Source: an optimization exercise on an open RTL-to-GDS flow (aim: small area). Production flows keep margins and buffers that such runs may drop. The RTL was checked by simulation tests, not by an equivalence proof against the original design.

== build 55 ==
// CNNEngine
module CNNEngine(
  input         clock,
  input         reset,
  input  [15:0] io_inputA_0,
  input  [15:0] io_inputA_1,
  input  [15:0] io_inputA_2,
  input  [15:0] io_inputA_3,
  input  [15:0] io_inputA_4,
  input  [15:0] io_inputA_5,
  input  [15:0] io_inputA_6,
  input  [15:0] io_inputA_7,
  input  [15:0] io_inputA_8,
  input  [15:0] io_inputB_0,
  input  [15:0] io_inputB_1,
  input  [15:0] io_inputB_2,
  input  [15:0] io_inputB_3,
  input  [15:0] io_inputB_4,
  input  [15:0] io_inputB_5,
  input  [15:0] io_inputB_6,
  input  [15:0] io_inputB_7,
  input  [15:0] io_inputB_8,
  input  [2:0]  io_DemuxSel0,
  input  [2:0]  io_DemuxSel,
  input         io_DemuxEn0_0,
  input         io_DemuxEn0_1,
  input         io_DemuxEn0_2,
  input         io_DemuxEn0_3,
  input         io_DemuxEn0_4,
  input         io_DemuxEn0_5,
  input         io_DemuxEn0_6,
  input         io_DemuxEn0_7,
  input         io_DemuxEn_0,
  input         io_DemuxEn_1,
  input         io_DemuxEn_2,
  input         io_DemuxEn_3,
  input         io_DemuxEn_4,
  input         io_DemuxEn_5,
  input         io_DemuxEn_6,
  input         io_DemuxEn_7,
  input         io_DemuxEn_8,
  input         io_DemuxEn_9,
  input         io_DemuxEn_10,
  input         io_DemuxEn_11,
  input         io_DemuxEn_12,
  input         io_DemuxEn_13,
  input         io_DemuxEn_14,
  input         io_DemuxEn_15,
  input         io_DemuxEn_16,
  input         io_DemuxEn_17,
  input         io_DemuxEn_18,
  input         io_DemuxEn_19,
  input         io_DemuxEn_20,
  input         io_DemuxEn_21,
  input         io_DemuxEn_22,
  ...
export LEC_CHECK = 0
export CAP_MARGIN = 35
export CORE_MARGIN = 2
export CORE_UTILIZATION = 40
export CTS_BUF_LIST = sky130_fd_sc_hd__clkbuf_4
export SLEW_MARGIN = 30
create_clock -name core_clock -period 18.0 [get_ports {clock}]
standard.sh (not shown) runs the stock make flow with config.mk's settings and CLKGATE_MAP_FILE= SYNTH_SCRIPT=/design/flow/synth_recipe.tcl, a recipe that flattens the netlist after the stock synthesis.
==> flow/flow/run.sh <==
#!/bin/bash
set -euo pipefail
WORK=$(pwd)
rm -rf "$WORK/scripts_abc"
cp -r "$FLOW_HOME/scripts" "$WORK/scripts_abc"
cp "$WORK/flow/abc.script" "$WORK/scripts_abc/abc_speed.script"
export SCRIPTS_DIR="$WORK/scripts_abc"
export ADDER_MAP_FILE=""
export BUFFER_PORTS_ARGS="-buffer_cell sky130_fd_sc_hd__buf_1"
bash "$WORK/standard.sh" > "$WORK/standard_flow.log" 2>&1
==> flow/flow/abc.script <==
strash
&get -n
&fraig -x
&put
balance -l
resub -K 6 -l
rewrite -l
resub -K 6 -N 2 -l
refactor -l
resub -K 8 -l
balance -l
resub -K 8 -N 2 -l
rewrite -l
resub -K 10 -l
rewrite -z -l
resub -K 10 -N 2 -l
balance -l
resub -K 12 -l
refactor -z -l
resub -K 12 -N 2 -l
rewrite -z -l
balance -l
dc2
dch -f
amap -m -F 3 -A 8
strash
balance -l
resub -K 6 -l
rewrite -l
resub -K 6 -N 2 -l
refactor -l
resub -K 8 -l
balance -l
resub -K 8 -N 2 -l
rewrite -l
resub -K 10 -l
rewrite -z -l
resub -K 10 -N 2 -l
balance -l
resub -K 12 -l
refactor -z -l
resub -K 12 -N 2 -l
rewrite -z -l
balance -l
dc2
dch -f
amap -m -F 3 -A 8
strash
dc2
dch -f
amap -m -F 3 -A 8
Edits applied to the flow inputs when going from build 55 to build 59:
# build 55
export LEC_CHECK = 0
export CAP_MARGIN = 35
export CORE_MARGIN = 2
export CORE_UTILIZATION = 40
export CTS_BUF_LIST = sky130_fd_sc_hd__clkbuf_4
export SLEW_MARGIN = 30
create_clock -name core_clock -period 18.0 [get_ports {clock}]
# build 59
export LEC_CHECK = 0
export CAP_MARGIN = 20
export CORE_MARGIN = 2
export CORE_UTILIZATION = 40
export CTS_BUF_LIST = sky130_fd_sc_hd__clkbuf_4
export SLEW_MARGIN = 20
create_clock -name core_clock -period 18.0 [get_ports {clock}]
==> flow/flow/abc.script <==
strash
&get -n
&fraig -x
&put
balance
rewrite
refactor
balance
rewrite
rewrite -z
balance
refactor -z
rewrite -z
balance
dc2
dch -f
amap -m -F 3 -A 8
strash
balance
rewrite
refactor
balance
rewrite
rewrite -z
balance
refactor -z
rewrite -z
balance
dc2
dch -f
amap -m -F 3 -A 8
strash
dc2
dch -f
amap -m -F 3 -A 8
## What came out
- Build 59 finished every step from synthesis to the final layout, and the layout passed the timing, design-rule and antenna checks.
- Sort build 55 and build 59 by clock skew desc -> top: build 55
- Looking only at proportion of synthesized chip area in sequential cells, and setting everything else aside, the lower value of build 55 and build 59 goes to build 59.
- | cell area | lower: build 55 |
- Build 59 ends up with a synthesized cell area that is about 0.8% higher than in build 55.

[what the ideal ports hide]
Ports are ideal in the flow. The routed layouts listed here were re-timed in OpenROAD.
Step 1, drivers: a clkbuf_16 drives clock and a buf_2 each remaining input, both assumed.
Step 2 adds t to the input delays and takes it off the output delays; t is the mean of the earliest and latest rising clock arrival at the registers after step 1. Input paths then give back, and output paths get back, about the clock's delay inside the block.
a / b / c = ideal ports / drivers / drivers and shift; a / b = the first two.
| run | t, ns | setup WS [ns] | hold WS [ns] | worst data-port slew with drivers (ns) |
|---|---|---|---|---|
| build 55 | 1.924 | 4.546 / 4.546 / 4.546 | 0.289 / 0.289 / 0.289 | 0.29 |
| build 59 | 2.012 | 4.301 / 4.301 / 4.029 | 0.282 / 0.282 / 0.282 | 0.49 |
After both steps every run listed still meets setup and hold. The setup slack of build 59, which loses most, moves by 0.000 ns with the drivers and by -0.272 ns with both steps.
